From an optimization exercise on the open Yosys and OpenROAD flow, aimed at small area; shortcuts taken in it are not production practice.
In this exercise RTL edits were held to simulation tests only and were not proved equivalent to the original.
Power figures rest on the tool's default switching activity, not on a simulated workload.

## config.mk

```make
export PLATFORM = sky130hd
export DESIGN_NAME = PIO
export DESIGN_NICKNAME = PIO
export VERILOG_FILES = /design/flow/design.v
export SDC_FILE = /design/flow/constraint.sdc
export NUM_CORES = 4
export LEC_CHECK = 0
export CAP_MARGIN = 20
export CORE_MARGIN = 2
export CORE_UTILIZATION = 40
export SLEW_MARGIN = 20
```

## constraint.sdc

```tcl
create_clock -name core_clock -period 8.0 [get_ports {user_clk}]
set_input_delay 1.6000 -clock core_clock [delete_from_list [all_inputs] [get_ports {user_clk}]]
set_output_delay 1.6000 -clock core_clock [all_outputs]
set_load 0.01 [all_outputs]
```

## design.v

```verilog
`timescale 1ps/1ps
module PIO_TO_CTRL #(
  parameter TCQ = 1
) (
  input               clk,
  input               rst_n,
  input               req_compl,
  input               compl_done,
  input               cfg_to_turnoff,
  output  reg         cfg_turnoff_ok
  );
  reg                 trn_pending;
  always @ ( posedge clk ) begin
    if (!rst_n )
    begin
      trn_pending <= 0;
    end
    else
    begin
      if (!trn_pending && req_compl)
        trn_pending <= 1'b1;
      else if (compl_done)
        trn_pending <= 1'b0;
    end
  end
  always @ ( posedge clk ) begin
    if (!rst_n )
    begin
      cfg_turnoff_ok <= 1'b0;
    end
    else
    begin
      if ( cfg_to_turnoff  && !trn_pending)
        cfg_turnoff_ok <= 1'b1;
      else
        cfg_turnoff_ok <= 1'b0;
    end
  end
endmodule  
`default_nettype none
`timescale 1ps/1ps
module TX_MUX # (
	parameter C_DATA_WIDTH = 64,
	parameter TCQ = 1,
	parameter KEEP_WIDTH = C_DATA_WIDTH / 8
)(
	input wire clk,
	input wire sys_rst,
	input wire s_axis_tx_tready,
	output wire [C_DATA_WIDTH-1:0] s_axis_tx_tdata,
	output wire [KEEP_WIDTH-1:0] s_axis_tx_tkeep,
	output wire s_axis_tx_tlast,
	output wire s_axis_tx_tvalid,
	output wire tx_src_dsc,
	input wire s_axis_tx1_req,
	output reg s_axis_tx1_ack,
	output wire s_axis_tx1_tready,
	input wire [C_DATA_WIDTH-1:0] s_axis_tx1_tdata,
	input wire [KEEP_WIDTH-1:0] s_axis_tx1_tkeep,
	input wire s_axis_tx1_tlast,
	input wire s_axis_tx1_tvalid,
	input wire tx1_src_dsc,
	input wire s_axis_tx2_req,
	output reg s_axis_tx2_ack,
	output wire s_axis_tx2_tready,
	input wire [C_DATA_WIDTH-1:0] s_axis_tx2_tdata,
	input wire [KEEP_WIDTH-1:0] s_axis_tx2_tkeep,
	input wire s_axis_tx2_tlast,
	input wire s_axis_tx2_tvalid,
	input wire tx2_src_dsc
);
always @(posedge clk) begin
	if (sys_rst) begin
		s_axis_tx1_ack <= 1'b0;
		s_axis_tx2_ack <= 1'b0;
	end else begin
		case ({s_axis_tx2_ack, s_axis_tx1_ack})
		2'b00: begin
			if (s_axis_tx1_req)
				s_axis_tx1_ack <= 1'b1;
			else if (s_axis_tx2_req)
				s_axis_tx2_ack <= 1'b1;
			else begin
				s_axis_tx1_ack <= 1'b0;
				s_axis_tx2_ack <= 1'b0;
			end
		end
		2'b01: begin
			if (~s_axis_tx1_req) begin
				s_axis_tx1_ack <= 1'b0;
				if (s_axis_tx2_req)
					s_axis_tx2_ack <= 1'b1;
			end
		end
		2'b10: begin
			if (~s_axis_tx2_req) begin
				s_axis_tx2_ack <= 1'b0;
				if (s_axis_tx1_req)
					s_axis_tx1_ack <= 1'b1;
			end
		end
		2'b11: begin
		end
		endcase
	end
end
assign s_axis_tx1_tready= s_axis_tx_tready & s_axis_tx1_ack;
assign s_axis_tx2_tready= s_axis_tx_tready & s_axis_tx2_ack;
assign s_axis_tx_tdata  = s_axis_tx2_ack ? s_axis_tx2_tdata:  s_axis_tx1_tdata;
assign s_axis_tx_tkeep  = s_axis_tx2_ack ? s_axis_tx2_tkeep:  s_axis_tx1_tkeep;
assign s_axis_tx_tlast  = s_axis_tx2_ack ? s_axis_tx2_tlast:  s_axis_tx1_tlast;
assign s_axis_tx_tvalid = s_axis_tx2_ack ? s_axis_tx2_tvalid: s_axis_tx1_tvalid;
assign tx_src_dsc       = s_axis_tx2_ack ? tx2_src_dsc:       tx1_src_dsc;
endmodule  
`default_nettype wire
`default_nettype none
`timescale 1ps/1ps
module PIO_EP_MEM_ACCESS  #(
	parameter TCQ = 1
) (
	input wire clk,
	input wire sys_rst,
	output wire soft_reset,
	input wire [13:0] rd_addr,      
	input wire  [3:0] rd_be,        
	output wire [31:0] rd_data,      
	input wire  [2:0] wr_tgt,       
	input wire  [3:0] wr_be,        
	input wire [31:0] wr_data,      
	input wire        wr_en,        
	output wire       wr_busy,      
	output reg  [2:0] dma_testmode,
	output reg [31:2] dma_addrl,
	output reg [15:0] dma_addrh,
	output reg [31:2] dma_length,
	output reg [31:0] dma_para,
	input wire [31:0] dma_tx_pps,
	input wire [31:0] dma_tx_dw,
	input wire [31:0] dma_rx_pps,
	input wire [31:0] dma_rx_dw,
        input wire        user_lnk_up,
	input wire [15:0] cfg_command,
	input wire [15:0] cfg_dcommand,
	input wire [15:0] cfg_lcommand,
	input wire [15:0] cfg_dcommand2,
        output reg  [1:0] pl_directed_link_change,
        output reg  [1:0] pl_directed_link_width,
        output reg        pl_directed_link_speed,
        output reg        pl_directed_link_auton,
        input wire        pl_directed_change_done,
        input wire        pl_sel_lnk_rate,
        input wire [1:0]  pl_sel_lnk_width,
        input wire [5:0]  pl_ltssm_state,
	input wire [31:0] debug1,
	input wire [31:0] debug2,
	input wire [31:0] debug3,
	input wire [31:0] debug4
);
reg [31:0] read_data;
reg req_link_change;
reg req_link_speed;
reg [1:0] req_link_width;
always @(posedge clk) begin
	if (sys_rst) begin
		req_link_change <= 1'b0;
		req_link_speed <= 2'b0;
		req_link_width <= 2'b00;
		dma_testmode <= 3'b000;
		dma_addrl <= (32'h0000_0000 >> 2);
		dma_addrh <= 16'h0002;
		dma_length <= (32'h0000_0000 >> 2);
		dma_para <= 32'h0016_0A10;
		read_data <= 32'h0;
	end else begin
		req_link_change <= 1'b0;
		if (rd_addr[13:12] == 2'b01) begin  
		case (rd_addr[5:0])
			6'h00:  
				read_data[31:0] <= {3'h0, pl_sel_lnk_rate,  2'h0, pl_sel_lnk_width, 21'h0, dma_testmode};
			6'h01:  
				read_data[31:0] <= {dma_para[31:0]};
			6'h02:  
				read_data[31:0] <= {cfg_command, cfg_lcommand};
			6'h03: begin  
				case (cfg_dcommand[7:5])	 
				3'b000: read_data[31:16] <= 16'd128;
				3'b001: read_data[31:16] <= 16'd256;
				3'b010: read_data[31:16] <= 16'd512;
				3'b011: read_data[31:16] <= 16'd1024;
				3'b100: read_data[31:16] <= 16'd2048;
				3'b101: read_data[31:16] <= 16'd4096;
				default:read_data[31:16] <= 16'd000;
				endcase
				case (cfg_dcommand[14:12])	 
				3'b000: read_data[15:0] <= 16'd128;
				3'b001: read_data[15:0] <= 16'd256;
				3'b010: read_data[15:0] <= 16'd512;
				3'b011: read_data[15:0] <= 16'd1024;
				3'b100: read_data[15:0] <= 16'd2048;
				3'b101: read_data[15:0] <= 16'd4096;
				default: read_data[15:0] <= 16'd000;
				endcase
			end
			6'h04:  
				read_data[31:0] <= {32'h0, dma_addrh[15:0]};
			6'h05:  
				read_data[31:0] <= {dma_addrl[31:2],2'b00};
			6'h06:  
				read_data[31:0] <= {dma_length[31:2],2'b0};
			6'h08:  
				read_data[31:0] <= {dma_tx_pps[31:0]};
			6'h09:  
				read_data[31:0] <= {dma_tx_dw[31:0]};
			6'h0a:  
				read_data[31:0] <= {dma_rx_pps[31:0]};
			6'h0b:  
				read_data[31:0] <= {dma_rx_dw[31:0]};
			6'h10:  
				read_data[31:0] <= debug1;
			6'h11:  
				read_data[31:0] <= debug2;
			6'h12:  
				read_data[31:0] <= debug3;
			6'h13:  
				read_data[31:0] <= debug4;
			default: read_data[31:0] <= 32'h0;
		endcase
		end
		if (wr_en == 1'b1) begin  
			case (wr_tgt)
				3'd1: begin  
					if (wr_be[0]) begin
						req_link_speed <= wr_data[28];
						req_link_width <= wr_data[25:24];
						req_link_change <= 1'b1;
					end
					if (wr_be[3])
						dma_testmode[2:0] <= wr_data[2:0];
				end
				3'd2: begin  
					if (wr_be[0])
						dma_para[31:24] <= wr_data[31:24];
					if (wr_be[1])
						dma_para[23:16] <= wr_data[23:16];
					if (wr_be[2])
						dma_para[15: 8] <= wr_data[15:8];
					if (wr_be[3])
						dma_para[ 7: 0] <= wr_data[7:0];
				end
				3'd3: begin  
					if (wr_be[2])
						dma_addrh[15: 8] <= wr_data[15:8];
					if (wr_be[3])
						dma_addrh[ 7: 0] <= wr_data[7:0];
				end
				3'd4: begin  
					if (wr_be[0])
						dma_addrl[31:24] <= wr_data[31:24];
					if (wr_be[1])
						dma_addrl[23:16] <= wr_data[23:16];
					if (wr_be[2])
						dma_addrl[15: 8] <= wr_data[15:8];
					if (wr_be[3])
						dma_addrl[ 7: 2] <= wr_data[7:2];
				end
				3'd5: begin  
					if (wr_be[0])
						dma_length[31:24] <= wr_data[31:24];
					if (wr_be[1])
						dma_length[23:16] <= wr_data[23:16];
					if (wr_be[2])
						dma_length[15: 8] <= wr_data[15:8];
					if (wr_be[3])
						dma_length[ 7: 2] <= wr_data[7:2];
				end
			default: ;
			endcase
		end
	end
end
parameter LC_IDLE  = 2'b00;
parameter LC_WAIT  = 2'b01;
parameter LC_WAIT2 = 2'b10;
reg [1:0] lc_state;
always @(posedge clk) begin
	if (sys_rst) begin
		lc_state <= LC_IDLE;
		pl_directed_link_change <= 2'b00;
        	pl_directed_link_speed <= 1'b00;
        	pl_directed_link_width <= 2'b00;
		pl_directed_link_auton <= 1'b0;
	end else begin
		case (lc_state)
		LC_IDLE: begin
			if (req_link_change && ((req_link_speed != pl_sel_lnk_rate) || (req_link_width != pl_sel_lnk_width))) begin
				lc_state <= LC_WAIT;
			end
		end
		LC_WAIT: begin
        		if (user_lnk_up && pl_ltssm_state == 6'h16) begin
				if (req_link_speed != pl_sel_lnk_rate) begin
					pl_directed_link_change[1] <= 1'b1;
        				pl_directed_link_speed <= req_link_speed;
				end
				if  (req_link_width != pl_sel_lnk_width) begin
					pl_directed_link_change[0] <= 1'b1;
        				pl_directed_link_width <= req_link_width;
				end
				pl_directed_link_auton <= 1'b0;
				lc_state <= LC_WAIT2;
			end
		end
		LC_WAIT2: begin
        		if (pl_directed_change_done || !user_lnk_up) begin
				pl_directed_link_change[1:0] <= 2'b00;
        			pl_directed_link_speed <= 1'b00;
        			pl_directed_link_width <= 2'b00;
				pl_directed_link_auton <= 1'b0;
				lc_state <= LC_IDLE;
			end
		end
		endcase
	end
end
assign soft_reset = req_link_change;
function [31:0] dec_data;
	input [1:0] sel;
	input [31:0] bar0;
	input [31:0] bar2;
	input [31:0] bios;
	case (sel)
		2'b00: dec_data = 32'h0;
		2'b01: dec_data = bar0;
		2'b10: dec_data = bar2;
		2'b11: dec_data = bios;
	endcase
endfunction
assign rd_data = dec_data(rd_addr[13:12], read_data, 32'h0, 32'h00);
assign wr_busy = 1'b0;
endmodule
`default_nettype wire
`timescale 1ps/1ps
module PIO_RX_ENGINE  #(
  parameter TCQ = 1,
  parameter C_DATA_WIDTH = 64,
  parameter KEEP_WIDTH = C_DATA_WIDTH / 8
) (
  input                         clk,
  input                         rst_n,
  input  [C_DATA_WIDTH-1:0]     m_axis_rx_tdata,
  input                         m_axis_rx_tvalid,
  input    [21:0]               m_axis_rx_tuser,
  output reg         req_compl,
  output reg         req_compl_wd,
  input              compl_done,
  output reg [2:0]   req_tc,
  output reg         req_td,
  output reg         req_ep,
  output reg [1:0]   req_attr,
  output reg [9:0]   req_len,
  output reg [15:0]  req_rid,
  output reg [7:0]   req_tag,
  output reg [3:0]   req_be,
  output reg         req_bar0,       
  output reg [5:0]   req_idx,        
  output reg [2:0]   wr_tgt,         
  output reg [3:0]   wr_be,
  output reg [31:0]  wr_data,
  output reg         wr_en
);
  localparam S_RST   = 3'd0;
  localparam S_RD    = 3'd1;    
  localparam S_WR32  = 3'd2;    
  localparam S_WR64  = 3'd3;    
  localparam S_DW3   = 3'd4;    
  localparam S_WAITW = 3'd5;    
  localparam S_WAITR = 3'd6;    
  localparam S_WAITS = 3'd7;    
  localparam T_NONE = 3'd0;
  localparam T_R00  = 3'd1;
  localparam T_R01  = 3'd2;
  localparam T_R04  = 3'd3;
  localparam T_R05  = 3'd4;
  localparam T_R06  = 3'd5;
  reg [2:0] state;
  reg       stuck;
  reg       rx_ready;
  wire sof_present = m_axis_rx_tuser[14];
  wire sof_mid     = m_axis_rx_tuser[13];
  wire bar0 = m_axis_rx_tuser[2] & ~m_axis_rx_tuser[4] & ~m_axis_rx_tuser[8];
  wire [63:0] hdr = sof_mid ? m_axis_rx_tdata[127:64] : m_axis_rx_tdata[63:0];
  wire [6:0]  fmt_type = hdr[30:24];
  wire        fmt_b7   = hdr[31];
  wire [9:0]  len      = hdr[9:0];
  wire        len1     = (len == 10'd1);
  wire        lennz    = (len != 10'd0);
  wire is_rd32 = (fmt_type == 7'b00_00000);
  wire is_wr32 = (fmt_type == 7'b10_00000);
  wire is_rd64 = (fmt_type == 7'b01_00000);
  wire is_wr64 = (fmt_type == 7'b11_00000);
  wire is_iord = (fmt_type == 7'b00_00010);
  wire is_iowr = (fmt_type == 7'b10_00010);
  function [2:0] tgt;
    input       b0;
    input [5:0] idx;
    begin
      if (!b0)
        tgt = T_NONE;
      else case (idx)
        6'h00: tgt = T_R00;
        6'h01: tgt = T_R01;
        6'h04: tgt = T_R04;
        6'h05: tgt = T_R05;
        6'h06: tgt = T_R06;
        default: tgt = T_NONE;
      endcase
    end
  endfunction
  wire sop = m_axis_rx_tvalid && rx_ready && sof_present;
  wire ld_rd_mid  = sof_mid && (((is_rd32 || is_rd64) && lennz) || (is_iord && len1));
  wire ld_rd_rt   = !sof_mid && (is_rd32 || is_rd64 || is_iord) && len1;
  wire ld_io      = is_iowr && len1;
  wire ld_wbe     = (is_wr32 || is_wr64 || is_iowr) && len1;
  always @(posedge clk) begin
    if (sop) begin
      req_len <= len;
      if (ld_rd_mid || ld_rd_rt || ld_io) begin
        req_tc   <= hdr[22:20];
        req_td   <= hdr[15];
        req_ep   <= hdr[14];
        req_attr <= hdr[13:12];
        req_rid  <= hdr[63:48];
        req_tag  <= hdr[47:40];
      end
      if (ld_wbe)
        wr_be <= hdr[35:32];
      stuck <= fmt_b7;
    end
    if (sop && !sof_mid && (is_wr32 || is_iowr)) begin
      wr_data <= m_axis_rx_tdata[127:96];
    end else if (state == S_WR32) begin
      wr_data <= m_axis_rx_tdata[63:32];
    end else if (state == S_WR64) begin
      wr_data <= m_axis_rx_tdata[95:64];
    end else begin
      wr_data <= m_axis_rx_tdata[31:0];
    end
    if (sop && !sof_mid)
      wr_tgt <= tgt(bar0, m_axis_rx_tdata[71:66]);
    else if (state == S_WR32 || state == S_WR64)
      wr_tgt <= tgt(bar0, m_axis_rx_tdata[7:2]);
  end
  always @(posedge clk) begin
    if (!rst_n) begin
      rx_ready     <= 1'b0;
      req_compl    <= 1'b0;
      req_compl_wd <= 1'b1;
      req_be       <= 4'b0;
      req_bar0     <= 1'b0;
      req_idx      <= 6'b0;
      wr_en        <= 1'b0;
      state        <= S_RST;
    end else begin
      wr_en        <= 1'b0;
      req_compl    <= 1'b0;
      case (state)
        S_RST: begin
          rx_ready     <= 1'b1;
          req_compl_wd <= 1'b1;
          if (sop) begin
            rx_ready <= 1'b0;
            if (sof_mid) begin
              if (ld_rd_mid)
                req_be <= hdr[35:32];
              if (ld_rd_mid)
                state <= S_RD;
              else if ((is_wr32 || is_iowr) && len1)
                state <= S_WR32;
              else if (is_wr64 && len1)
                state <= S_WR64;
            end else begin
              if (ld_rd_rt) begin
                req_be    <= hdr[35:32];
                req_bar0  <= bar0;
                req_idx   <= m_axis_rx_tdata[71:66];
                req_compl <= 1'b1;
                state     <= fmt_b7 ? S_WAITS : S_WAITR;
              end else if ((is_wr32 || is_iowr) && len1) begin
                wr_en     <= 1'b1;
                if (is_iowr) begin
                  req_compl    <= 1'b1;
                  req_compl_wd <= 1'b0;
                end
                state     <= fmt_b7 ? S_WAITS : S_WAITW;
              end else if (is_wr64) begin
                if (len1)
                  state <= S_DW3;
                else
                  state <= fmt_b7 ? S_WAITS : S_WAITW;
              end
            end
          end
        end
        S_RD: if (m_axis_rx_tvalid) begin
          req_bar0     <= bar0;
          req_idx      <= m_axis_rx_tdata[7:2];
          req_compl    <= 1'b1;
          req_compl_wd <= 1'b1;
          state        <= stuck ? S_WAITS : S_WAITR;
        end
        S_WR32, S_WR64, S_DW3: if (m_axis_rx_tvalid) begin
          wr_en <= 1'b1;
          state <= stuck ? S_WAITS : S_WAITW;
        end
        S_WAITW: begin
          rx_ready <= 1'b1;
          state    <= S_RST;
        end
        S_WAITR: if (compl_done) begin
          rx_ready <= 1'b1;
          state    <= S_RST;
        end
        default: ;
      endcase
    end
  end
endmodule  
`default_nettype none
`timescale 1ps/1ps
module PIO_TX_ENGINE    #(
  parameter C_DATA_WIDTH = 64,
  parameter TCQ = 1,
  parameter KEEP_WIDTH = C_DATA_WIDTH / 8
)(
  input wire        clk,
  input wire        rst_n,
  output  reg                     s_axis_tx_req,
  input wire                      s_axis_tx_ack,
  input wire                      s_axis_tx_tready,
  output  reg [C_DATA_WIDTH-1:0]  s_axis_tx_tdata,
  output  reg [KEEP_WIDTH-1:0]    s_axis_tx_tkeep,
  output  reg                     s_axis_tx_tlast,
  output  reg                     s_axis_tx_tvalid,
  output wire                     tx_src_dsc,
  input wire                      req_compl,
  input wire                      req_compl_wd,
  output reg                      compl_done,
  input wire [2:0]                req_tc,
  input wire                      req_td,
  input wire                      req_ep,
  input wire [1:0]                req_attr,
  input wire [9:0]                req_len,
  input wire [15:0]               req_rid,
  input wire [7:0]                req_tag,
  input wire [3:0]                req_be,
  input wire [15:0]               req_addr,
  output wire [13:0]              rd_addr,
  output reg [3:0]                rd_be,
  input wire [31:0]               rd_data,
  input wire [15:0]               completer_id
);
localparam PIO_CPLD_FMT_TYPE      = 7'b10_01010;
localparam PIO_CPL_FMT_TYPE       = 7'b00_01010;
localparam PIO_TX_RST_STATE       = 2'b00;
localparam PIO_TX_CPLD_QW1_FIRST  = 2'b01;
localparam PIO_TX_CPLD_QW1_TEMP   = 2'b10;
localparam PIO_TX_CPLD_QW1        = 2'b11;
  reg [11:0]              byte_count;
  reg [6:0]               lower_addr;
  reg                     req_compl_q;
  reg                     req_compl_wd_q;
  reg                     compl_busy_i;
  wire                    compl_wd;
  assign tx_src_dsc = 1'b0;
  assign rd_addr = req_addr[15:2];
  always @(posedge clk) begin
    if (!rst_n)
    begin
     rd_be <= 0;
    end else begin
     rd_be <= req_be[3:0];
    end
  end
  always @ (rd_be) begin
    casex (rd_be[3:0])
      4'b1xx1 : byte_count = 12'h004;
      4'b01x1 : byte_count = 12'h003;
      4'b1x10 : byte_count = 12'h003;
      4'b0011 : byte_count = 12'h002;
      4'b0110 : byte_count = 12'h002;
      4'b1100 : byte_count = 12'h002;
      4'b0001 : byte_count = 12'h001;
      4'b0010 : byte_count = 12'h001;
      4'b0100 : byte_count = 12'h001;
      4'b1000 : byte_count = 12'h001;
      4'b0000 : byte_count = 12'h001;
      default : byte_count = 12'h001;
    endcase
  end
  always @ ( posedge clk ) begin
    if (!rst_n ) 
    begin
      req_compl_q      <= 1'b0;
      req_compl_wd_q   <= 1'b1;
    end  
    else
    begin
      req_compl_q      <= req_compl;
      req_compl_wd_q   <= req_compl_wd;
    end  
  end
    always @ (rd_be or req_addr or compl_wd) begin
    casex ({compl_wd, rd_be[3:0]})
       5'b1_0000 : lower_addr = {req_addr[6:2], 2'b00};
       5'b1_xxx1 : lower_addr = {req_addr[6:2], 2'b00};
       5'b1_xx10 : lower_addr = {req_addr[6:2], 2'b01};
       5'b1_x100 : lower_addr = {req_addr[6:2], 2'b10};
       5'b1_1000 : lower_addr = {req_addr[6:2], 2'b11};
       5'b0_xxxx : lower_addr = 8'h0;
       default   : lower_addr = 8'h0;
    endcase  
    end
  generate
    if (C_DATA_WIDTH == 64) begin : gen_cpl_64
      reg         [1:0]            state;
      assign compl_wd = req_compl_wd_q;
      always @ ( posedge clk ) begin
        if (!rst_n ) 
        begin
          s_axis_tx_tlast   <= 1'b0;
          s_axis_tx_tvalid  <= 1'b0;
          s_axis_tx_tdata   <= {C_DATA_WIDTH{1'b0}};
          s_axis_tx_tkeep   <= {KEEP_WIDTH{1'b0}};
          s_axis_tx_req     <= 1'b0;
          compl_done        <= 1'b0;
          compl_busy_i      <= 1'b0;
          state             <= PIO_TX_RST_STATE;
        end  
        else
        begin
          compl_done        <= 1'b0;
          if (req_compl_q ) 
            compl_busy_i <= 1'b1;
          case ( state )
            PIO_TX_RST_STATE : begin
              if (compl_busy_i) 
              begin
                s_axis_tx_req     <= 1'b1;
                s_axis_tx_tdata   <= {C_DATA_WIDTH{1'b0}};
                s_axis_tx_tkeep   <= 8'hFF;
                s_axis_tx_tlast   <= 1'b0;
                s_axis_tx_tvalid  <= 1'b0;
                  if (s_axis_tx_tready && s_axis_tx_ack)
                    state             <= PIO_TX_CPLD_QW1_FIRST;
                  else
                  state             <= PIO_TX_RST_STATE;
               end
              else
              begin
                s_axis_tx_req     <= 1'b0;
                s_axis_tx_tlast   <= 1'b0;
                s_axis_tx_tvalid  <= 1'b0;
                s_axis_tx_tdata   <= 64'b0;
                s_axis_tx_tkeep   <= 8'hFF;
                compl_done        <= 1'b0;
                state             <= PIO_TX_RST_STATE;
              end  
              end  
            PIO_TX_CPLD_QW1_FIRST : begin
              if (s_axis_tx_tready) begin
                s_axis_tx_tlast  <= 1'b0;
                s_axis_tx_tdata  <= {                       
                                      completer_id,              
                                      {3'b0},                    
                                      {1'b0},                    
                                      byte_count,                
                                      {1'b0},                    
                                      (req_compl_wd_q ?
                                      PIO_CPLD_FMT_TYPE :
                                      PIO_CPL_FMT_TYPE),         
                                      {1'b0},                    
                                      req_tc,                    
                                      {4'b0},                    
                                      req_td,                    
                                      req_ep,                    
                                      req_attr,                  
                                      {2'b0},                    
                                      req_len                    
                                      };
                s_axis_tx_tkeep   <= 8'hFF;
                state             <= PIO_TX_CPLD_QW1_TEMP;
                end
            else
                state             <= PIO_TX_RST_STATE;
               end  
            PIO_TX_CPLD_QW1_TEMP : begin   
                s_axis_tx_tvalid <= 1'b1;
                state             <= PIO_TX_CPLD_QW1;
            end
            PIO_TX_CPLD_QW1 : begin
              if (s_axis_tx_tready)
              begin
                s_axis_tx_tlast  <= 1'b1;
                s_axis_tx_tvalid <= 1'b1;
                s_axis_tx_tdata  <= {         
                                      rd_data,     
                                      req_rid,     
                                      req_tag,     
                                      {1'b0},      
                                      lower_addr   
                                      };
                if (req_compl_wd_q)
                  s_axis_tx_tkeep <= 8'hFF;
                else
                  s_axis_tx_tkeep <= 8'h0F;
                compl_done        <= 1'b1;
                compl_busy_i      <= 1'b0;
                state             <= PIO_TX_RST_STATE;
              end  
              else
                state             <= PIO_TX_CPLD_QW1;
            end  
            default : begin
              state             <= PIO_TX_RST_STATE;
            end
          endcase
        end  
      end
    end
    else if (C_DATA_WIDTH == 128) begin : gen_cpl_128
      reg                     hold_state;
      reg                     req_compl_q2;
      reg                     req_compl_wd_q2;
      assign compl_wd = req_compl_wd_q2;
      always @ ( posedge clk ) begin
        if (!rst_n ) 
        begin
          req_compl_q2      <= 1'b0;
          req_compl_wd_q2   <= 1'b0;
        end  
        else
        begin
          req_compl_q2      <= req_compl_q;
          req_compl_wd_q2   <= req_compl_wd_q;
        end  
      end
      always @ ( posedge clk ) begin
        if (!rst_n ) 
        begin
          s_axis_tx_tlast   <= 1'b0;
          s_axis_tx_tvalid  <= 1'b0;
          s_axis_tx_tdata   <= {C_DATA_WIDTH{1'b0}};
          s_axis_tx_tkeep   <= {KEEP_WIDTH{1'b0}};
          s_axis_tx_req     <= 1'b0;
          compl_done        <= 1'b0;
          hold_state        <= 1'b0;
        end  
        else
        begin
          if (req_compl_q2 | hold_state)
          begin
            if (s_axis_tx_tready & s_axis_tx_ack) 
            begin
              s_axis_tx_tlast   <= 1'b1;
              s_axis_tx_tvalid  <= 1'b1;
              s_axis_tx_tdata   <= {                    
                                  rd_data,                   
                                  req_rid,                   
                                  req_tag,                   
                                  {1'b0},                    
                                  lower_addr,                
                                  completer_id,              
                                  {3'b0},                    
                                  {1'b0},                    
                                  byte_count,                
                                  {1'b0},                    
                                  (req_compl_wd_q2 ?
                                  PIO_CPLD_FMT_TYPE :
                                  PIO_CPL_FMT_TYPE),         
                                  {1'b0},                    
                                  req_tc,                    
                                  {4'b0},                    
                                  req_td,                    
                                  req_ep,                    
                                  req_attr,                  
                                  {2'b0},                    
                                  req_len                    
                                  };
              if (req_compl_wd_q2)
                s_axis_tx_tkeep   <= 16'hFFFF;
              else
                s_axis_tx_tkeep   <= 16'h0FFF;
              compl_done        <= 1'b1;
              hold_state        <= 1'b0;
              s_axis_tx_req     <= 1'b0;
            end  
            else begin
              hold_state        <= 1'b1;
              s_axis_tx_req     <= 1'b1;
            end
          end  
          else
          begin
            s_axis_tx_tlast   <= 1'b0;
            s_axis_tx_tvalid  <= 1'b0;
            s_axis_tx_tdata   <= {C_DATA_WIDTH{1'b0}};
            s_axis_tx_tkeep   <= {KEEP_WIDTH{1'b1}};
            compl_done        <= 1'b0;
          end  
        end  
      end
    end
  endgenerate
endmodule  
`default_nettype wire
`default_nettype none
`timescale 1ps/1ps
module PIO_DMATEST # (
	parameter C_DATA_WIDTH = 64,
	parameter TCQ = 1,
	parameter KEEP_WIDTH = C_DATA_WIDTH / 8
)(
	input wire clk,
	input wire sys_rst,
	input wire soft_reset,
	input wire s_axis_other_req,
	output reg s_axis_tx_req,
	input wire s_axis_tx_ack,
	input wire s_axis_tx_tready,
	output wire [C_DATA_WIDTH-1:0] s_axis_tx_tdata,
	output wire [KEEP_WIDTH-1:0] s_axis_tx_tkeep,
	output wire s_axis_tx_tlast,
	output wire s_axis_tx_tvalid,
	output wire tx_src_dsc,
	input wire [15:0] cfg_completer_id,
	input wire [C_DATA_WIDTH-1:0] m_axis_rx_tdata,
	input wire [KEEP_WIDTH-1:0] m_axis_rx_tkeep,
	input wire m_axis_rx_tlast,
	input wire m_axis_rx_tvalid,
	input wire [21:0] m_axis_rx_tuser,
	input wire [15:0] cfg_command,
	input wire [15:0] cfg_dcommand,
	input wire [15:0] cfg_lcommand,
	input wire [15:0] cfg_dcommand2,
	input wire  [2:0] dma_testmode,
	input wire [31:2] dma_addrl,
	input wire [15:0] dma_addrh,
	input wire [31:2] dma_length,
	input wire [31:0] dma_para,
	output wire [31:0] dma_tx_pps,
	output wire [31:0] dma_tx_dw,
	output wire [31:0] dma_rx_pps,
	output wire [31:0] dma_rx_dw,
	output reg [31:0] debug1,
	output reg [31:0] debug2,
	output reg [31:0] debug3,
	output wire [31:0] debug4
);
wire sof_present = m_axis_rx_tuser[14];
reg oneshot_1sec;
reg [11:0] counter_1sec;
always @(posedge clk) begin
	if (sys_rst) begin
		counter_1sec <= 12'd2500;
		oneshot_1sec <= 1'b0;
	end else begin
		oneshot_1sec <= (counter_1sec == 12'd0);
		if (counter_1sec != 12'd0)
			counter_1sec <= counter_1sec - 12'd1;
		else
			counter_1sec <= 12'd2500;
	end
end
localparam TLP_TX_IDLE      = 2'd0;
localparam TLP_TX_WRITE     = 2'd1;
localparam TLP_TX_READ      = 2'd2;
localparam TLP_TX_READWAIT  = 2'd3;
localparam K_ZERO = 3'd0;
localparam K_W1   = 3'd1;
localparam K_W2   = 3'd2;
localparam K_W3   = 3'd3;
localparam K_W4   = 3'd4;
localparam K_WH   = 3'd5;	 
localparam K_RH   = 3'd6;	 
reg [1:0] tx_state;
reg rw_wait;
reg [15:0] tlp_tx_count;
reg [11:0] tlp_tx_pps;
reg [19:0] tlp_tx_dw;
reg [11:0] tlp_rx_pps;
reg [21:0] tlp_rx_dw;
reg [11:0] st_tx_pps;
reg [19:0] st_tx_dw;
reg [11:0] st_rx_pps;
reg [21:0] st_rx_dw;
reg [31:2] dma_addr;
reg [31:2] dma_len;
reg [7:0] tlp_tx_tag;
reg [7:0] tlp_rx_tag;
reg tx_done;
reg rx_done;
reg [15:0] tlp_remain;
reg [15:0] debug4_r;
reg [2:0]  kind;
reg [31:0] b_hi;	 
reg [15:0] b_ah;	 
reg [15:0] b_cid;	 
reg [7:0]  b_tag;	 
reg [7:0]  b_len;	 
wire read_fire = (tlp_tx_count == {8'h00, dma_para[15:8]});
wire read_send = read_fire && (tlp_remain <= dma_para[31:16]);
wire go_on = s_axis_tx_tready && !s_axis_other_req;
always @(posedge clk) begin
	if (sys_rst) begin
		dma_addr <= 30'h0;
		dma_len <= 30'h0;
		tlp_tx_tag <= 8'h0;
		tlp_rx_tag <= 8'h0;
		tlp_tx_pps <= 12'h0;
		tlp_tx_dw <= 20'h0;
		st_tx_pps <= 12'h0;
		st_tx_dw <= 20'h0;
		tlp_tx_count <= 16'h0;
		s_axis_tx_req <= 1'b0;
		kind <= K_ZERO;
		tx_done <= 1'b0;
		tx_state <= TLP_TX_IDLE;
		rw_wait <= 1'b0;
	end else begin
		tx_done <= 1'b0;
		rw_wait <= 1'b0;
		kind <= K_ZERO;
		if (oneshot_1sec) begin
			st_tx_pps <= tlp_tx_pps;
			st_tx_dw <= tlp_tx_dw;
			tlp_tx_pps <= 12'h0;
			tlp_tx_dw <= 20'h0;
		end
		case (tx_state)
		TLP_TX_IDLE: begin
			tlp_tx_count <= 16'h0;
			if (rw_wait) begin
			end else if (dma_testmode != 3'h0 && s_axis_other_req == 1'b0) begin
				if (dma_addr == 30'h0) begin
					dma_addr <= dma_addrl;
					dma_len  <= dma_length;
				end
				s_axis_tx_req <= 1'b1;
				if (s_axis_tx_ack && s_axis_tx_tready) begin
					if (dma_testmode == 3'b001)
						tx_state <= TLP_TX_WRITE;
					else if (dma_testmode[1])
						tx_state <= TLP_TX_READ;
					else if (dma_testmode[2])
						rw_wait <= 1'b1;
				end
			end else
				s_axis_tx_req <= 1'b0;
		end
		TLP_TX_WRITE: begin
			tlp_tx_count <= tlp_tx_count + 16'h1;
			case (tlp_tx_count[2:0])
			3'd0: kind <= K_WH;
			3'd1: kind <= K_W1;
			3'd2: kind <= K_W2;
			3'd3: kind <= K_W3;
			3'd4: begin
				kind <= K_W4;
				tx_done <= 1'b1;
				if (!oneshot_1sec)
					tlp_tx_pps <= tlp_tx_pps + 12'h1;
				dma_addr <= dma_addr + {22'h00, dma_para[7:0]};
				dma_len <= dma_len - {22'h00, dma_para[7:0]};
				tlp_tx_tag <= tlp_tx_tag + 8'h1;
				if (dma_len == 30'h00) begin
					dma_addr <= dma_addrl;
					dma_len  <= dma_length;
				end
				if (go_on)
					tlp_tx_count <= 16'h0;
			end
			default: begin
				s_axis_tx_req <= 1'b0;
				tx_state <= TLP_TX_IDLE;
			end
			endcase
		end
		TLP_TX_READ: begin
			tlp_tx_count <= tlp_tx_count + 16'h1;
			if (read_fire) begin
				tlp_tx_count <= 16'h0;
				if (read_send) begin
					tx_done <= 1'b1;
					kind <= K_RH;
					if (!oneshot_1sec) begin
						tlp_tx_pps <= tlp_tx_pps + 12'h1;
						tlp_tx_dw <= tlp_tx_dw + {12'h0, dma_para[7:0]};
					end
					dma_addr <= dma_addr + {22'h00, dma_para[7:0]};
					dma_len <= dma_len - {22'h00, dma_para[7:0]};
					tlp_rx_tag <= tlp_rx_tag + 8'h1;
					if (dma_len == 30'h00) begin
						dma_addr <= dma_addrl;
						dma_len  <= dma_length;
					end
					if (go_on && dma_testmode[0])
						tx_state <= TLP_TX_READWAIT;
				end
				if (!go_on) begin
					s_axis_tx_req <= 1'b0;
					tx_state <= TLP_TX_IDLE;
				end
			end
		end
		TLP_TX_READWAIT: begin
			if (!go_on) begin
				s_axis_tx_req <= 1'b0;
				tx_state <= TLP_TX_IDLE;
			end else if (rx_done)
				tx_state <= TLP_TX_READ;
		end
		endcase
	end
end
always @(posedge clk) begin
	if (tx_state == TLP_TX_WRITE && tlp_tx_count[2:0] == 3'd1)
		b_hi <= {20'h0, tlp_tx_pps};
	else
		b_hi <= {dma_addr, 2'b00};
	b_ah <= dma_addrh;
	b_cid <= cfg_completer_id;
	b_tag <= (tx_state == TLP_TX_WRITE) ? tlp_tx_tag : tlp_rx_tag;
	b_len <= dma_para[7:0];
end
wire k_wh = (kind == K_WH);
wire k_rh = (kind == K_RH);
wire k_h  = k_wh | k_rh;
wire k_w1 = (kind == K_W1);
wire k_w2 = (kind == K_W2);
wire k_w3 = (kind == K_W3);
wire k_w4 = (kind == K_W4);
assign s_axis_tx_tvalid = (kind != K_ZERO);
assign s_axis_tx_tlast  = k_w4 | k_rh;
assign s_axis_tx_tkeep  = {KEEP_WIDTH{s_axis_tx_tvalid}};
assign s_axis_tx_tdata  =
	({128{k_h}}  & {b_hi, 16'h0, b_ah, b_cid, b_tag, 8'hFF, 8'h00, 8'h00, 8'h00, b_len}) |
	({128{k_wh}} & 128'h00000000_00000000_00000000_60000000) |
	({128{k_rh}} & 128'h00000000_00000000_00000000_20000000) |
	({128{k_w1}} & {b_hi, 96'hFFFF0000_FFFFFFFF_55D50040}) |
	({128{k_w2}} & 128'h0A5AC0A8_00004011_002E0000_08004500) |
	({128{k_w3}} & 128'hCC00CC00_001A0000_02660D5E_0165C0A8) |
	({128{k_w4}} & 128'h40414243_3C3D3E3F_38393A3B_34353637);
assign tx_src_dsc = 1'b0;
wire cpld = m_axis_rx_tuser[13] ? (m_axis_rx_tdata[94:88] == 7'b1001010)
                                : (m_axis_rx_tdata[30:24] == 7'b1001010);
wire rx_hit = m_axis_rx_tvalid && sof_present && cpld;
always @(posedge clk) begin
	if (sys_rst) begin
		tlp_rx_pps <= 12'h0;
		tlp_rx_dw <= 22'h0;
		st_rx_pps <= 12'h0;
		st_rx_dw <= 22'h0;
		rx_done <= 1'b0;
		debug1 <= 32'h0;
		debug2 <= 32'h0;
		debug3 <= 32'h0;
	end else begin
		if (oneshot_1sec) begin
			st_rx_pps <= tlp_rx_pps;
			st_rx_dw <= tlp_rx_dw;
			tlp_rx_pps <= 12'h0;
			tlp_rx_dw <= 22'h0;
		end
		rx_done <= rx_hit;
		if (rx_hit) begin
			if (tlp_rx_pps == 12'd0) debug1 <= m_axis_rx_tdata[127:96];
			if (tlp_rx_pps == 12'd1) debug2 <= m_axis_rx_tdata[127:96];
			if (tlp_rx_pps == 12'd2) debug3 <= m_axis_rx_tdata[127:96];
			if (!oneshot_1sec) begin
				tlp_rx_pps <= tlp_rx_pps + 12'h1;
				tlp_rx_dw <= tlp_rx_dw + {12'h0, m_axis_rx_tuser[13] ? m_axis_rx_tdata[73:64] : m_axis_rx_tdata[9:0]};
			end
		end
	end
end
always @(posedge clk) begin
	if (sys_rst || soft_reset) begin
		tlp_remain <= 16'd0;
		if (sys_rst)
			debug4_r <= 16'h0;
	end else begin
		debug4_r <= tlp_remain;
		if (tx_done == 1'b1 && rx_done == 1'b0)
			tlp_remain <= tlp_remain + 16'd1;
		else if (tx_done == 1'b0 && rx_done == 1'b1)
			tlp_remain <= tlp_remain - 16'd1;
	end
end
assign dma_tx_pps = {20'h0, st_tx_pps};
assign dma_tx_dw  = {12'h0, st_tx_dw};
assign dma_rx_pps = {20'h0, st_rx_pps};
assign dma_rx_dw  = {10'h0, st_rx_dw};
assign debug4     = {16'h0, debug4_r};
endmodule
`default_nettype wire
`timescale 1ps/1ps
module PIO_EP #(
  parameter C_DATA_WIDTH = 64,	     
  parameter KEEP_WIDTH = C_DATA_WIDTH / 8,	       
  parameter TCQ	= 1
) (
  input			 sys_rst,
  input			 clk,
  input			 rst_n,
  input                  user_lnk_up,
  output  [1:0]                 pl_directed_link_change,
  output  [1:0]                 pl_directed_link_width,
  output                        pl_directed_link_speed,
  output                        pl_directed_link_auton,
  input                         pl_directed_change_done,
  input                         pl_sel_lnk_rate,
  input [1:0]                   pl_sel_lnk_width,
  input [5:0]                   pl_ltssm_state,
  input			 s_axis_tx_tready,
  output  [C_DATA_WIDTH-1:0]    s_axis_tx_tdata,
  output  [KEEP_WIDTH-1:0]      s_axis_tx_tkeep,
  output			s_axis_tx_tlast,
  output			s_axis_tx_tvalid,
  output			tx_src_dsc,
  input   [C_DATA_WIDTH-1:0]    m_axis_rx_tdata,
  input   [KEEP_WIDTH-1:0]      m_axis_rx_tkeep,
  input			 m_axis_rx_tlast,
  input			 m_axis_rx_tvalid,
  output			m_axis_rx_tready,
  input   [21:0]		m_axis_rx_tuser,
  output			req_compl,
  output			compl_done,
  input   [15:0]		cfg_completer_id,
  input [15:0]                  cfg_command,
  input [15:0]                  cfg_dcommand,
  input [15:0]                  cfg_lcommand,
  input [15:0]                  cfg_dcommand2,
	input [3:0] dipsw,
	output [7:0] led
);
    wire  [13:0]      rd_addr;
    wire  [3:0]       rd_be;
    wire  [31:0]      rd_data;
    wire  [2:0]       wr_tgt;
    wire  [3:0]       wr_be;
    wire  [31:0]      wr_data;
    wire	      wr_en;
    wire	      wr_busy;
    wire	      req_compl_int;
    wire	      req_compl_wd;
    wire	      compl_done_int;
    wire  [2:0]       req_tc;
    wire	      req_td;
    wire	      req_ep;
    wire  [1:0]       req_attr;
    wire  [9:0]       req_len;
    wire  [15:0]      req_rid;
    wire  [7:0]       req_tag;
    wire  [3:0]       req_be;
    wire              req_bar0;
    wire  [5:0]       req_idx;
    wire  [15:0]      req_addr = {1'b0, req_bar0, 6'b0, req_idx, 2'b00};
    wire              m_axis_rx_tready1;
    assign m_axis_rx_tready = 1'b1;  
wire  [2:0] dma_testmode;
wire [31:2] dma_addrl;
wire [15:0] dma_addrh;
wire [31:2] dma_length;
wire [31:0] dma_para;
wire [31:0] dma_tx_pps;
wire [31:0] dma_tx_dw;
wire [31:0] dma_rx_pps;
wire [31:0] dma_rx_dw;
wire soft_reset;
wire [7:0] debug = 8'h00;
wire [31:0] debug1, debug2, debug3, debug4;
    PIO_EP_MEM_ACCESS  #(
       .TCQ( TCQ )
       ) EP_MEM_inst (
      .sys_rst(sys_rst),        
      .clk(clk),	        
      .soft_reset(soft_reset),
      .rd_addr(rd_addr),      
      .rd_be(rd_be),	  
      .rd_data(rd_data),      
      .wr_tgt(wr_tgt),        
      .wr_be(wr_be),	  
      .wr_data(wr_data),      
      .wr_en(wr_en),	  
      .wr_busy(wr_busy),      
	.dma_testmode(dma_testmode),
	.dma_addrl(dma_addrl),
	.dma_addrh(dma_addrh),
	.dma_length(dma_length),
	.dma_para(dma_para),
	.dma_tx_pps(dma_tx_pps),
	.dma_tx_dw(dma_tx_dw),
	.dma_rx_pps(dma_rx_pps),
	.dma_rx_dw(dma_rx_dw),
        .user_lnk_up(user_lnk_up),
        .cfg_command( cfg_command ),
        .cfg_dcommand( cfg_dcommand ),
        .cfg_lcommand( cfg_lcommand ),
        .cfg_dcommand2( cfg_dcommand2 ),
        .pl_directed_link_auton( pl_directed_link_auton ),
        .pl_directed_link_change( pl_directed_link_change ),
        .pl_directed_link_speed( pl_directed_link_speed ),
        .pl_directed_link_width( pl_directed_link_width ),
        .pl_directed_change_done( pl_directed_change_done ),
        .pl_sel_lnk_rate ( pl_sel_lnk_rate ),
        .pl_sel_lnk_width ( pl_sel_lnk_width ),
        .pl_ltssm_state ( pl_ltssm_state ),
	.debug1(debug1),
	.debug2(debug2),
	.debug3(debug3),
	.debug4(debug4)
      );
  PIO_RX_ENGINE #(
    .C_DATA_WIDTH( C_DATA_WIDTH ),
    .KEEP_WIDTH( KEEP_WIDTH ),
    .TCQ( TCQ )
  ) EP_RX_inst (
    .clk(clk),
    .rst_n(rst_n),
    .m_axis_rx_tdata( m_axis_rx_tdata ),
    .m_axis_rx_tvalid( m_axis_rx_tvalid ),
    .m_axis_rx_tuser ( m_axis_rx_tuser ),
    .req_compl(req_compl_int),
    .req_compl_wd(req_compl_wd),
    .compl_done(compl_done_int),
    .req_tc(req_tc),
    .req_td(req_td),
    .req_ep(req_ep),
    .req_attr(req_attr),
    .req_len(req_len),
    .req_rid(req_rid),
    .req_tag(req_tag),
    .req_be(req_be),
    .req_bar0(req_bar0),
    .req_idx(req_idx),
    .wr_tgt(wr_tgt),
    .wr_be(wr_be),
    .wr_data(wr_data),
    .wr_en(wr_en)
  );
wire s_axis_tx1_req, s_axis_tx2_req;
wire s_axis_tx1_ack, s_axis_tx2_ack;
wire s_axis_tx1_tready, s_axis_tx2_tready;
wire [C_DATA_WIDTH-1:0] s_axis_tx1_tdata, s_axis_tx2_tdata;
wire [KEEP_WIDTH-1:0] s_axis_tx1_tkeep, s_axis_tx2_tkeep;
wire s_axis_tx1_tlast, s_axis_tx2_tlast;
wire s_axis_tx1_tvalid, s_axis_tx2_tvalid;
wire tx1_src_dsc, tx2_src_dsc;
TX_MUX # (
	.C_DATA_WIDTH( C_DATA_WIDTH ),
	.KEEP_WIDTH( KEEP_WIDTH ),
	.TCQ( TCQ )
) TXMUX_inst (
	.clk(clk),
	.sys_rst(sys_rst),
	.s_axis_tx_tready(s_axis_tx_tready),
	.s_axis_tx_tdata(s_axis_tx_tdata),
	.s_axis_tx_tkeep(s_axis_tx_tkeep),
	.s_axis_tx_tlast(s_axis_tx_tlast),
	.s_axis_tx_tvalid(s_axis_tx_tvalid),
	.tx_src_dsc(tx_src_dsc),
	.s_axis_tx1_req(s_axis_tx1_req),
	.s_axis_tx1_ack(s_axis_tx1_ack),
	.s_axis_tx1_tready(s_axis_tx1_tready),
	.s_axis_tx1_tdata(s_axis_tx1_tdata),
	.s_axis_tx1_tkeep(s_axis_tx1_tkeep),
	.s_axis_tx1_tlast(s_axis_tx1_tlast),
	.s_axis_tx1_tvalid(s_axis_tx1_tvalid),
	.tx1_src_dsc(tx1_src_dsc),
	.s_axis_tx2_req(s_axis_tx2_req),
	.s_axis_tx2_ack(s_axis_tx2_ack),
	.s_axis_tx2_tready(s_axis_tx2_tready),
	.s_axis_tx2_tdata(s_axis_tx2_tdata),
	.s_axis_tx2_tkeep(s_axis_tx2_tkeep),
	.s_axis_tx2_tlast(s_axis_tx2_tlast),
	.s_axis_tx2_tvalid(s_axis_tx2_tvalid),
	.tx2_src_dsc(tx2_src_dsc)
);
  PIO_TX_ENGINE #(
    .C_DATA_WIDTH( C_DATA_WIDTH ),
    .KEEP_WIDTH( KEEP_WIDTH ),
    .TCQ( TCQ )
  )EP_TX_inst(
    .clk(clk),				   
    .rst_n(rst_n),			       
    .s_axis_tx_req(s_axis_tx1_req),
    .s_axis_tx_ack(s_axis_tx1_ack),
    .s_axis_tx_tready( s_axis_tx1_tready ),       
    .s_axis_tx_tdata( s_axis_tx1_tdata ),	 
    .s_axis_tx_tkeep( s_axis_tx1_tkeep ),	 
    .s_axis_tx_tlast( s_axis_tx1_tlast ),	 
    .s_axis_tx_tvalid( s_axis_tx1_tvalid ),       
    .tx_src_dsc( tx1_src_dsc ),		   
    .req_compl(req_compl_int),		 
    .req_compl_wd(req_compl_wd),	       
    .compl_done(compl_done_int),		 
    .req_tc(req_tc),			   
    .req_td(req_td),			   
    .req_ep(req_ep),			   
    .req_attr(req_attr),		       
    .req_len(req_len),			 
    .req_rid(req_rid),			 
    .req_tag(req_tag),			 
    .req_be(req_be),			   
    .req_addr(req_addr),		       
    .rd_addr(rd_addr),			 
    .rd_be(rd_be),			     
    .rd_data(rd_data),			 
    .completer_id(cfg_completer_id)	    
    );
PIO_DMATEST # (
	.C_DATA_WIDTH( C_DATA_WIDTH ),
	.KEEP_WIDTH( KEEP_WIDTH ),
	.TCQ( TCQ )
) PIO_DMATEST_inst (
	.clk(clk),
	.sys_rst(sys_rst),
        .soft_reset(soft_reset),
	.s_axis_other_req(s_axis_tx1_req),
	.s_axis_tx_req(s_axis_tx2_req),
	.s_axis_tx_ack(s_axis_tx2_ack),
	.s_axis_tx_tready( s_axis_tx2_tready ),       
	.s_axis_tx_tdata( s_axis_tx2_tdata ),	 
	.s_axis_tx_tkeep( s_axis_tx2_tkeep ),	 
	.s_axis_tx_tlast( s_axis_tx2_tlast ),	 
	.s_axis_tx_tvalid( s_axis_tx2_tvalid ),       
	.tx_src_dsc( tx2_src_dsc ),		   
	.cfg_completer_id(cfg_completer_id),    
	.m_axis_rx_tdata( m_axis_rx_tdata ),     
	.m_axis_rx_tkeep( m_axis_rx_tkeep ),     
	.m_axis_rx_tlast( m_axis_rx_tlast ),     
	.m_axis_rx_tvalid( m_axis_rx_tvalid ),   
	.m_axis_rx_tuser ( m_axis_rx_tuser ),    
        .cfg_command( cfg_command ),
        .cfg_dcommand( cfg_dcommand ),
        .cfg_lcommand( cfg_lcommand ),
        .cfg_dcommand2( cfg_dcommand2 ),
	.dma_testmode(dma_testmode),
	.dma_addrl(dma_addrl),
	.dma_addrh(dma_addrh),
	.dma_length(dma_length),
	.dma_para(dma_para),
	.dma_tx_pps(dma_tx_pps),
	.dma_tx_dw(dma_tx_dw),
	.dma_rx_pps(dma_rx_pps),
	.dma_rx_dw(dma_rx_dw),
	.debug1(debug1),
	.debug2(debug2),
	.debug3(debug3),
	.debug4(debug4)
);
assign led = debug;
assign req_compl  = req_compl_int;
assign compl_done = compl_done_int;
endmodule  
`timescale 1ps/1ps
module PIO #(
  parameter C_DATA_WIDTH = 128,             
  parameter KEEP_WIDTH = C_DATA_WIDTH / 8,               
  parameter TCQ        = 1
)(
  input                         sys_rst,
  input                         user_clk,
  input                         user_reset,
  input                         user_lnk_up,
  output  [1:0]                 pl_directed_link_change,
  output  [1:0]                 pl_directed_link_width,
  output                        pl_directed_link_speed,
  output                        pl_directed_link_auton,
  input                         pl_directed_change_done,
  input                         pl_sel_lnk_rate,
  input [1:0]                   pl_sel_lnk_width,
  input [5:0]                   pl_ltssm_state,
  input                         s_axis_tx_tready,
  output  [C_DATA_WIDTH-1:0]    s_axis_tx_tdata,
  output  [KEEP_WIDTH-1:0]      s_axis_tx_tkeep,
  output                        s_axis_tx_tlast,
  output                        s_axis_tx_tvalid,
  output                        tx_src_dsc,
  input  [C_DATA_WIDTH-1:0]     m_axis_rx_tdata,
  input  [KEEP_WIDTH-1:0]       m_axis_rx_tkeep,
  input                         m_axis_rx_tlast,
  input                         m_axis_rx_tvalid,
  output                        m_axis_rx_tready,
  input    [21:0]               m_axis_rx_tuser,
  input                         cfg_to_turnoff,
  output                        cfg_turnoff_ok,
  input [15:0]                  cfg_completer_id,
  input [15:0]                  cfg_command,
  input [15:0]                  cfg_dcommand,
  input [15:0]                  cfg_lcommand,
  input [15:0]                  cfg_dcommand2,
	input [3:0] dipsw,
	output [7:0] led
);  
  wire          req_compl;
  wire          compl_done;
  reg           pio_reset_n;
  always @(posedge user_clk) begin
    if (user_reset)
        pio_reset_n <= 1'b0;
    else
        pio_reset_n <= user_lnk_up;
  end
  PIO_EP  #(
    .C_DATA_WIDTH( C_DATA_WIDTH ),
    .KEEP_WIDTH( KEEP_WIDTH ),
    .TCQ( TCQ )
  ) PIO_EP_inst (
    .sys_rst( sys_rst ),
    .clk( user_clk ),                              
    .rst_n( pio_reset_n ),                         
    .user_lnk_up( user_lnk_up ),
    .pl_directed_link_change( pl_directed_link_change ),
    .pl_directed_link_width( pl_directed_link_width ),
    .pl_directed_link_speed( pl_directed_link_speed ),
    .pl_directed_link_auton( pl_directed_link_auton ),
    .pl_directed_change_done ( pl_directed_change_done ),
    .pl_sel_lnk_rate ( pl_sel_lnk_rate ),
    .pl_sel_lnk_width ( pl_sel_lnk_width ),
    .pl_ltssm_state ( pl_ltssm_state ),
    .s_axis_tx_tready( s_axis_tx_tready ),         
    .s_axis_tx_tdata( s_axis_tx_tdata ),           
    .s_axis_tx_tkeep( s_axis_tx_tkeep ),           
    .s_axis_tx_tlast( s_axis_tx_tlast ),           
    .s_axis_tx_tvalid( s_axis_tx_tvalid ),         
    .tx_src_dsc( tx_src_dsc ),                     
    .m_axis_rx_tdata( m_axis_rx_tdata ),           
    .m_axis_rx_tkeep( m_axis_rx_tkeep ),           
    .m_axis_rx_tlast( m_axis_rx_tlast ),           
    .m_axis_rx_tvalid( m_axis_rx_tvalid ),         
    .m_axis_rx_tready( m_axis_rx_tready ),         
    .m_axis_rx_tuser ( m_axis_rx_tuser ),          
    .req_compl(req_compl),                         
    .compl_done(compl_done),                       
    .cfg_completer_id ( cfg_completer_id ),         
    .cfg_command( cfg_command ),
    .cfg_dcommand( cfg_dcommand ),
    .cfg_lcommand( cfg_lcommand ),
    .cfg_dcommand2( cfg_dcommand2 ),
	.dipsw(dipsw),
	.led(led)
  );
  PIO_TO_CTRL #(
    .TCQ( TCQ )
  ) PIO_TO_inst  (
    .clk( user_clk ),                        
    .rst_n( pio_reset_n ),                   
    .req_compl( req_compl ),                 
    .compl_done( compl_done ),               
    .cfg_to_turnoff( cfg_to_turnoff ),       
    .cfg_turnoff_ok( cfg_turnoff_ok )        
  );
endmodule  
```

## run.sh

```bash
#!/bin/bash
# synth_recipe.tcl (not shown) runs the flow's synth.tcl, then flattens the netlist and writes it again
# the make line also repeats each setting of config.mk as NAME=value (left out here)
make -C /OpenROAD-flow-scripts/flow DESIGN_CONFIG=/design/flow/config.mk WORK_HOME=/design/flow/orfs CLKGATE_MAP_FILE= SYNTH_SCRIPT=/design/flow/synth_recipe.tcl finish
```

==> flow_summary_export.csv <==
group,metric,value,unit
clock_network,cts_tree,"yes",
pwr,power_density,199,nW/um2
floorplan,fp.dieArea,99700,um2
routing,drt_pass1_iterations,9,
synthesis,syn_area_per_cell,8.58,um2
global_routing,antenna_found_initial,12,
critical_path,cp-end-kind,"primary output",
global_routing,grt_pass1_wl,221,mm
critical_path,critPathTopFamily,"simple AND/OR/NAND/NOR gates",
floorplan,core_area,96600,um2
run,maxCapViolCount,0,
synthesis,yosys.area.top_type,"dfxtp_1",
synthesis,ys_seq_area_frac,0.441,
pwr,leakagePower,17.1,nW
routing,wirelength,155,mm
clock_network,max-clock-path-buffers,3,
global_routing,grt_pass1_vias,32100,
sta,slew_viol_final,0,
critical_path,critPathSlowestCell,"dfxtp_1",
routing,ant_nets,0,
run_status,outcome,"no timing/DRC/antenna violations",
synthesis,synth_seq_cells,824,
global_routing,use_met3,0.0787,
critical_path,required,6400,ps
placed_design,finalWeightedCongestion,0.978,
critical_path,arrival,3930,ps
critical_path,cpMostUsedCell,"a21oi_1",
placed_design,dp_hpwl,114,mm
placed_design,dp_slack,2610,ps
sta,setup_viol,0,
clock_network,hold_buffers,0,
clock_network,clkLatencyLatePin,680,ps
global_routing,track_usage,0.301,
sta,fin_ws,2470,ps
clock_network,root_buffer,"clkbuf_16",
sta,tightestPinTransition,1260,ps
sta,slew_headroom,0.158,
routing,vias,35800,
synthesis,synthMuxAreaShare,0.0862,
global_routing,met1_usage,0.414,
synthesis,synth_area_leaders,"dfxtp_1, mux2i_1, a21oi_1",
worst_hold_path,worstHoldPathType,"flip-flop to flip-flop",
synthesis,synth_top_family_by_area,"simple AND/OR/NAND/NOR gates",
floorplan,rows,114,
floorplan,die_y,316,um
routing,wl_per_cell,25.5,um
pwr,irDropWorstVdd,147,uV
routing,drtIter0Drc,4506,
clock_network,post_cts_buffers,0,
sta,holdWs,359,ps
clock_network,post_cts_resized,0,
critical_path,max_stage_delay,840,ps
global_routing,grt_max_degree,103,
critical_path,critical_path.max_fanout,20,
global_routing,busiest_layer,"met2",
layout,syn_to_final_growth,19.1,%
critical_path,critPathBufInv,1,
synthesis,synth_compound_area_frac,0.187,
synthesis,syn-cell-area,38900,um2
synthesis,async_flop_share,0,
clock_network,h-tree-depth,3,
synthesis,postSynthCellCount,4532,
synthesis,synth_edf_count,65,
routing,drc_errors,0,
floorplan,io_pins,431,
floorplan,chipWidth,316,um
sta,hold_viol_final,0,
global_routing,use_met2,0.446,
synthesis,synth_cell_types,89,
floorplan,start_util,0.403,
sta,min_period_over_period,0.691,
sta,clock-skew-final,35.6,ps
clock_network,cts_buffers,90,
synthesis,yosysWarnings,7,
global_routing,gr-total-overflow,0,
critical_path,critical_path_class,"flip-flop to primary output",
routing,avgViaCountPerCell,5.90,
synthesis,ys.flop_type,"dfxtp_1",
critical_path,cp-start-kind,"flip-flop",
placed_design,io_buffers,351,
critical_path,crit_chain,"nand2_1 > nor2_1 > a21oi_1 > a21oi_1 > clkdlybuf4s50_1",
layout,nets,5079,
synthesis,synth_xor_area_frac,0.0164,
clock_network,path_clk_slew,60,ps
synthesis,synth_top_area_frac,0.391,
layout,layout-drive-gt1-share,0.0716,
sta,rsz0062_at_grt,"no",
synthesis,synthSimpleGateAreaFrac,0.190,
sta,max_freq,181,MHz
clock_network,numClockSinks,824,
synthesis,synthAdderAreaFrac,0.0315,
sta,min_period,5530,ps
sta,tns,0,ps
==> metrics by stage <==
stage	utilization	total power [mW]	instance area (um2)	cells
after CTS	0.479	9.24	46300	6064
after global placement	0.448	4.97	43200	5899
after floorplan	-	4.67	38900	4545
after detailed placement	0.448	4.98	43200	5899
after global routing	0.480	9.47	46300	6065
final	0.480	9.23	46300	6069
==> worst paths after layout <==
check	end	start	slack, ps	cells after the start
setup / recovery	s_axis_tx_tdata[122]	PIO_EP_inst.PIO_DMATEST_inst.kind[1]	2470	5
hold / removal	PIO_EP_inst.PIO_DMATEST_inst.b_ah[6]	PIO_EP_inst.EP_MEM_inst.dma_addrh[6]	360	0
setup reg to reg	PIO_EP_inst.PIO_DMATEST_inst.dma_addr[31]	PIO_EP_inst.EP_MEM_inst.dma_para[17]	3650	11
hold reg to reg	PIO_EP_inst.PIO_DMATEST_inst.b_ah[6]	PIO_EP_inst.EP_MEM_inst.dma_addrh[6]	360	0
==> cell families (layout without fill, tap and decap cells) <==
| family | Yosys count | in the layout |
|---|---|---|
| and+or+nand+nor | 1627 | 1627 |
| AOI/OAI and AO/OA | 1135 | 1135 |
| DFF | 824 | 824 |
| buffers and inverters | 449 | 693 |
| muxes | 327 | 327 |
| adders and majority gates | 95 | 95 |
| xor gates and xnor gates | 73 | 73 |
| other | 2 | 19 |
==> worst reg2reg max path: stages (launching register included) <==
cell and delay, ps:
dfxtp_1 480, inv_1 100, ha_1 300, nor2b_1 130
o21a_1 160, o21a_1 160, o21ai_0 530, and3_1 590
o21a_2 730, buf_4 560, o21ai_0 210, a31o_2 280
==> power by group <==
| part | switching, mW | total (mW) | internal [mW] | leakage [nW] |
|---|---|---|---|---|
| Combinational | 0.383 | 0.636 | 0.253 | 8.83 |
| Sequential | 0.0635 | 4.28 | 4.21 | 6.77 |
| Clock | 1.79 | 4.32 | 2.53 | 1.50 |
| Total | 2.23 | 9.23 | 7.00 | 17.1 |
==> metal layers <==
metal  up-vias  routed length (um)  part of all wire
met4        10                7070             0.046
met5         -                 174            0.0011
li1      16500                   -                 -
met2      1711               65600              0.42
met3       298               16300              0.11
met1     17300               65400              0.42
==> cell usage in the layout, fill, tap and decap left out, drive strengths merged, types with 48 or more instances in the layout <==
cell / count
nor3: 93
edfxtp: 65
a21o: 53
nand3: 177
a22oi: 86
clkdlybuf4s50: 349
nand2: 549
a211oi: 51
nor2: 492
buf: 65
o21ai: 161
nand4: 48
dfxtp: 759
clkbuf: 138
a21oi: 465
mux2i: 264
ha: 90
mux2: 63
inv: 116
and2: 54
==> synth_stat cells (all sizes together) (10+ instances only) <==
library cell,instances
dfxtp,759
nand2,549
nor2,492
a21oi,465
mux2i,264
clkbuf,251
nand3,177
o21ai,161
inv,113
nor3,93
ha,90
a22oi,86
buf,84
edfxtp,65
mux2,63
and2,54
a21o,53
a211oi,51
nand4,48
xnor2,43
nor4,38
a22o,36
and3,36
o211ai,32
xor2,30
or3,29
o21a,23
a222oi,22
nor2b,22
a221oi,21
a31oi,21
or4,21
nand2b,20
o31ai,19
o2bb2ai,16
a311oi,15
or2,14
o211a,13
o21bai,12
o221a,11
o31a,10
==> state kept, by name, summed over array words and instances (netlist names), 20 cells and up <==
name                                    flops
PIO_EP_inst.PIO_DMATEST_inst.debug2        32
PIO_EP_inst.PIO_DMATEST_inst.dma_addr      30
PIO_EP_inst.PIO_DMATEST_inst.st_tx_dw      20
PIO_EP_inst.EP_TX_inst.s_axis_tx_tdata    101
PIO_EP_inst.PIO_DMATEST_inst.debug3        32
PIO_EP_inst.PIO_DMATEST_inst.dma_len       30
PIO_EP_inst.PIO_DMATEST_inst.st_rx_dw      22
PIO_EP_inst.EP_RX_inst.wr_data             32
PIO_EP_inst.PIO_DMATEST_inst.tlp_tx_dw     20
PIO_EP_inst.PIO_DMATEST_inst.b_hi          32
PIO_EP_inst.PIO_DMATEST_inst.debug1        32
PIO_EP_inst.EP_MEM_inst.dma_para           32
PIO_EP_inst.EP_MEM_inst.dma_length         30
PIO_EP_inst.EP_MEM_inst.read_data          32
PIO_EP_inst.EP_MEM_inst.dma_addrl          30
PIO_EP_inst.PIO_DMATEST_inst.tlp_rx_dw     22
==> cell type report <==
type	count	area (um2)
Antenna cell	4	10.0
Clock buffer	138	2710
Clock inverter	27	333
Fill cell	9335	50200
Inverter	114	428
Multi-Input combinational cell	3272	20100
Sequential cell	824	17200
Tap cell	1276	1600
Timing Repair Buffer	414	4010

-- separate check: timing with driven ports --
Ports are ideal in the flow. The routed layout listed here was re-timed in OpenROAD. Step 1 assumes that a clkbuf_16 drives the clock port and a buf_2 every other input. Step 2 moves the port delays by t, midway between the first and last clock arrival at a register: inputs arrive t later, outputs are due t later. That takes back most of the time a late clock gives input paths. Slacks: ideal / step 1 / step 2; pairs: ideal / step 1.
shift t [ns]: 0.738
setup slack, ns: 2.468 / 2.394 / 2.488
hold WS [ns]: 0.359 / 0.359 / 0.359
worst setup path at the end: input to register
slew at the worst register clock pin (ns): 0.07 / 0.07
After both steps setup and hold are still met in this run. The setup slack of this run moves by -0.074 ns with the drivers and by +0.020 ns with both steps.
